From an optimization exercise on the open Yosys and OpenROAD flow, aimed at small area; shortcuts taken in it are not production practice. Function was checked by simulation only, so behaviour that the tests miss may differ from the original. No activity file was given, so power comes from the tool's default toggle rates.

run 4:
## risc_cpu
module risc_cpu(
input clk,
input rst,
output [31:0]imem_addr,
input [31:0]imem_data,
output [31:0]dmem_addr,
output [31:0]dmem_wdata,
output dmem_we,
output dmem_re,
input [31:0]dmem_rdata
);
reg [31:0]pc;             
reg [31:0]ir;             
reg e_regwrite,e_memwrite,e_memread,e_regdst,e_alusrc;
reg e_fa_m,e_fa_x,e_fa_r,e_sb_m,e_sb_x,e_sb_r,e_sfw;  
reg [2:0]e_op;
reg [31:0]e_a,e_b;
reg [15:0]e_imm;
reg [4:0]e_rt;
reg x_regwrite,x_memwrite,x_memread;
reg [31:0]x_res,x_wd;
reg [4:0]x_rd;
reg m_regwrite;
reg [31:0]m_data;
reg [4:0]m_rd;
wire c0=ir[26],c1=ir[27],c2=ir[28],c3=ir[29],c5=ir[31];
wire d_jump=c1&~c0;
wire d_memread=c0&c1&~c3;
wire d_memwrite=c0&c1&c3;
wire d_alusrc=c0&c1;
wire d_regwrite=~((c5^c1)|c3|c2);
wire d_regdst=~c1;
wire [1:0]aluop={~c5&~c2,c2};
wire [5:0]fn=ir[5:0];
wire [2:0]d_op;
assign d_op[0]=aluop[1]&~aluop[0]&((fn[3]&~fn[2]&fn[1]&~fn[0])|(fn[2]&~fn[3]&fn[0]&~fn[1]));
assign d_op[1]=~aluop[1]|(aluop[1]&~aluop[0]&(fn[1]|~fn[3])&~fn[2]&~fn[0]);
assign d_op[2]=(~aluop[1]&aluop[0])|(~aluop[0]&aluop[1]&~fn[2]&fn[1]&~fn[0]);
wire [4:0]rs=ir[25:21],rt=ir[20:16];
wire [4:0]e_rd=e_imm[15:11];
wire stall=(e_memread&((e_rt==rt)|(e_rt==rs)))|(d_memwrite&((e_rd==rt)|(e_rd==rs)));
wire rf_we=m_regwrite&~rst;
wire [31:0]rd1,rd2;
wire [31:0]q[0:31];
wire [31:0]s1,s2;
reg byp1,byp2;
wire [31:0]ir_d;
always@(posedge clk) begin
  byp1<=~rst&x_regwrite&(x_rd==ir_d[25:21]);
  byp2<=~rst&x_regwrite&(x_rd==ir_d[20:16]);
end
genvar i,j;
  ...
Size: ~4400 cells after synthesis, ~1300 flip-flops, roughly 160 I/O pins, roughly 52000 um^2 of cells after synthesis.
==> flow/config.mk <==
export PLATFORM = sky130hd
export DESIGN_NAME = risc_cpu
export DESIGN_NICKNAME = risc_cpu
export VERILOG_FILES = /design/flow/design.v
export SDC_FILE = /design/flow/constraint.sdc
export NUM_CORES = 4
export LEC_CHECK = 0
export CAP_MARGIN = 20
export CORE_MARGIN = 2
export CORE_UTILIZATION = 40
export CTS_BUF_LIST = sky130_fd_sc_hd__clkbuf_8
export CTS_CLUSTER_DIAMETER = 70
export CTS_CLUSTER_SIZE = 18
export PLACE_DENSITY = 0.6
export SLEW_MARGIN = 20
export SYNTH_HIERARCHICAL = 1
export BUFFER_PORTS_ARGS = -buffer_cell sky130_fd_sc_hd__buf_1
export CTS_ARGS = -sink_clustering_enable -repair_clock_nets -buf_list sky130_fd_sc_hd__clkbuf_8 -sink_clustering_size 18 -sink_clustering_max_diameter 70 -dont_use_dummy_load
==> flow/constraint.sdc <==
create_clock -name core_clock -period 10.0 [get_ports {clk}]
set_input_delay 2.0000 -clock core_clock [delete_from_list [all_inputs] [get_ports {clk}]]
set_output_delay 2.0000 -clock core_clock [all_outputs]
set_load 0.01 [all_outputs]
standard.sh (not shown) runs the stock make flow with config.mk's settings and CLKGATE_MAP_FILE= SYNTH_SCRIPT=/design/flow/synth_recipe.tcl, a recipe that flattens the netlist after the stock synthesis.
==> flow/flow/run.sh <==
#!/bin/bash
# Layout: the standard flow (standard.sh) unchanged, except that
#  - the port buffers are sky130_fd_sc_hd__buf_1 (buffer_ports -buffer_cell);
#  - clock tree synthesis inserts no dummy loads (-dont_use_dummy_load).
# Each step's output goes to its own log file here.
set -euo pipefail
bash standard.sh synth > run_synth.log 2>&1
cat >> config.mk <<'CFG'
export BUFFER_PORTS_ARGS = -buffer_cell sky130_fd_sc_hd__buf_1
export CTS_ARGS = -sink_clustering_enable -repair_clock_nets -buf_list sky130_fd_sc_hd__clkbuf_8 -sink_clustering_size 18 -sink_clustering_max_diameter 70 -dont_use_dummy_load
CFG
bash standard.sh finish > run_layout.log 2>&1
Both conditions hold for run 4: the flow ran to the end and the final layout passed the timing, design-rule and antenna checks.
## Diff of input files: run 5 against run 4
# run 4
export LEC_CHECK = 0
export CAP_MARGIN = 20
export CORE_MARGIN = 2
export CORE_UTILIZATION = 40
export CTS_BUF_LIST = sky130_fd_sc_hd__clkbuf_8
export CTS_CLUSTER_DIAMETER = 70
export CTS_CLUSTER_SIZE = 18
export PLACE_DENSITY = 0.6
export SLEW_MARGIN = 20
export SYNTH_HIERARCHICAL = 1
export BUFFER_PORTS_ARGS = -buffer_cell sky130_fd_sc_hd__buf_1
export CTS_ARGS = -sink_clustering_enable -repair_clock_nets -buf_list sky130_fd_sc_hd__clkbuf_8 -sink_clustering_size 18 -sink_clustering_max_diameter 70 -dont_use_dummy_load
create_clock -name core_clock -period 10.0 [get_ports {clk}]
# run 5
export LEC_CHECK = 0
export CAP_MARGIN = 20
export CORE_MARGIN = 2
export CORE_UTILIZATION = 40
export CTS_BUF_LIST = sky130_fd_sc_hd__clkbuf_8
export CTS_CLUSTER_DIAMETER = 60
export CTS_CLUSTER_SIZE = 14
export PLACE_DENSITY = 0.6
export SLEW_MARGIN = 20
export SYNTH_HIERARCHICAL = 1
export BUFFER_PORTS_ARGS = -buffer_cell sky130_fd_sc_hd__buf_1
export CTS_ARGS = -sink_clustering_enable -repair_clock_nets -buf_list sky130_fd_sc_hd__clkbuf_8 -sink_clustering_size 14 -sink_clustering_max_diameter 60 -dont_use_dummy_load
create_clock -name core_clock -period 10.0 [get_ports {clk}]
-- flow/flow/run.sh --
<<< run 4, line 9
export BUFFER_PORTS_ARGS = -buffer_cell sky130_fd_sc_hd__buf_1
export CTS_ARGS = -sink_clustering_enable -repair_clock_nets -buf_list sky130_fd_sc_hd__clkbuf_8 -sink_clustering_size 18 -sink_clustering_max_diameter 70 -dont_use_dummy_load
CFG
>>> run 5, line 9
export BUFFER_PORTS_ARGS = -buffer_cell sky130_fd_sc_hd__buf_1
export CTS_ARGS = -sink_clustering_enable -repair_clock_nets -buf_list sky130_fd_sc_hd__clkbuf_8 -sink_clustering_size 14 -sink_clustering_max_diameter 60 -dont_use_dummy_load
CFG
### Flow results
Endpoint of the most critical setup path = imem_addr[31]: run 5; endpoint of the most critical setup path = imem_addr[23]: run 4. Multi-input gate share of total cell area on run 5 is down relative to run 4. The clock power of run 5 was inferior to that of run 4. Proportion of cell area spent on the clock network: run 5 and run 4 compared, lower one is run 4. Going from run 4 to run 5, number of vias in the routed layout saw little to no change, worst setup slack saw an increase. Routed length on met2 in run 5 is about 1% below run 4. [compare] base=run 4 new=run 5: maximum achievable frequency level; layout-stage area growth over the synthesis result has increased; die area comparable; proportion of final cell area spent on non-clock buffers did not really move. Run 4 ended up with ir[22] as its beginning of the critical path; run 5 ended up with pc[0].

---

risc_cpu, a different RTL version from the one above (not shown whole).
Size in the first run: about 4400 cells after synthesis, ~1300 flip-flops.
Settings: LEC_CHECK=0, CAP_MARGIN=20, CORE_MARGIN=2, CORE_UTILIZATION=40, CTS_BUF_LIST=sky130_fd_sc_hd__clkbuf_8, CTS_CLUSTER_DIAMETER=65, CTS_CLUSTER_SIZE=16, PLACE_DENSITY=0.6, SLEW_MARGIN=20, SYNTH_HIERARCHICAL=1, BUFFER_PORTS_ARGS=-buffer_cell sky130_fd_sc_hd__buf_1, CTS_ARGS=-sink_clustering_enable -repair_clock_nets -buf_list sky130_fd_sc_hd__clkbuf_8 -sink_clustering_size 16 -sink_clustering_max_diameter 65 -dont_use_dummy_load; clock period 10.0 ns.
==> flow/flow/run.sh <==
#!/bin/bash
# Layout: the standard flow (standard.sh) unchanged, except that
#  - the port buffers are sky130_fd_sc_hd__buf_1 (buffer_ports -buffer_cell);
#  - clock tree synthesis inserts no dummy loads (-dont_use_dummy_load).
# Each step's output goes to its own log file here.
set -euo pipefail
bash standard.sh synth > run_synth.log 2>&1
cat >> config.mk <<'CFG'
export BUFFER_PORTS_ARGS = -buffer_cell sky130_fd_sc_hd__buf_1
export CTS_ARGS = -sink_clustering_enable -repair_clock_nets -buf_list sky130_fd_sc_hd__clkbuf_8 -sink_clustering_size 16 -sink_clustering_max_diameter 65 -dont_use_dummy_load
CFG
bash standard.sh finish > run_layout.log 2>&1
Edit:
PLACE_DENSITY = 0.8   (was 0.6)
Result: Sequential cell count is unchanged. Sequential share of layout area is higher by 0.33 points. Sequential power is lower by about 1%. Final area falls by 0.76%. Global-route usage came out lower by 1.8 points. Die area does not change. Non-clock buffer count drops by 16. Power falls by 1.8%. Fmax climbs by 2.0%. Area after synthesis is unchanged. Setup slack gets better by 0.19 ns.
Edit:
PLACE_DENSITY = 0.75   (was 0.8)
Effect: The new run produced a clean layout. Routed wire length goes up by 1.7%. Via count hardly moves. Total power stays flat.

## what the ideal ports hide
Ports are ideal in the flow. The routed layouts listed here were re-timed in OpenROAD. Step 1, drivers: a clkbuf_16 drives clk and a buf_2 each remaining input, both assumed. Step 2 moves the port delays by t, midway between the first and last clock arrival at a register: inputs arrive t later, outputs are due t later. That takes back most of the time a late clock gives input paths. Slacks: ideal ports / drivers / drivers and shift; pairs: ideal ports / drivers.
run	shift t [ns]	setup slack, ns	cell pins on the clock port's net
run 4	0.903	0.564 / 0.479 / 1.382	1
run 5	0.938	0.584 / 0.512 / 1.450	1
the first run of note 2	0.872	0.431 / 0.346 / 0.948	1
the second run of note 2	0.842	0.620 / 0.551 / 1.090	1
the third run of note 2	0.833	0.322 / 0.250 / 0.874	1
After both steps setup and hold are still met in every run listed.
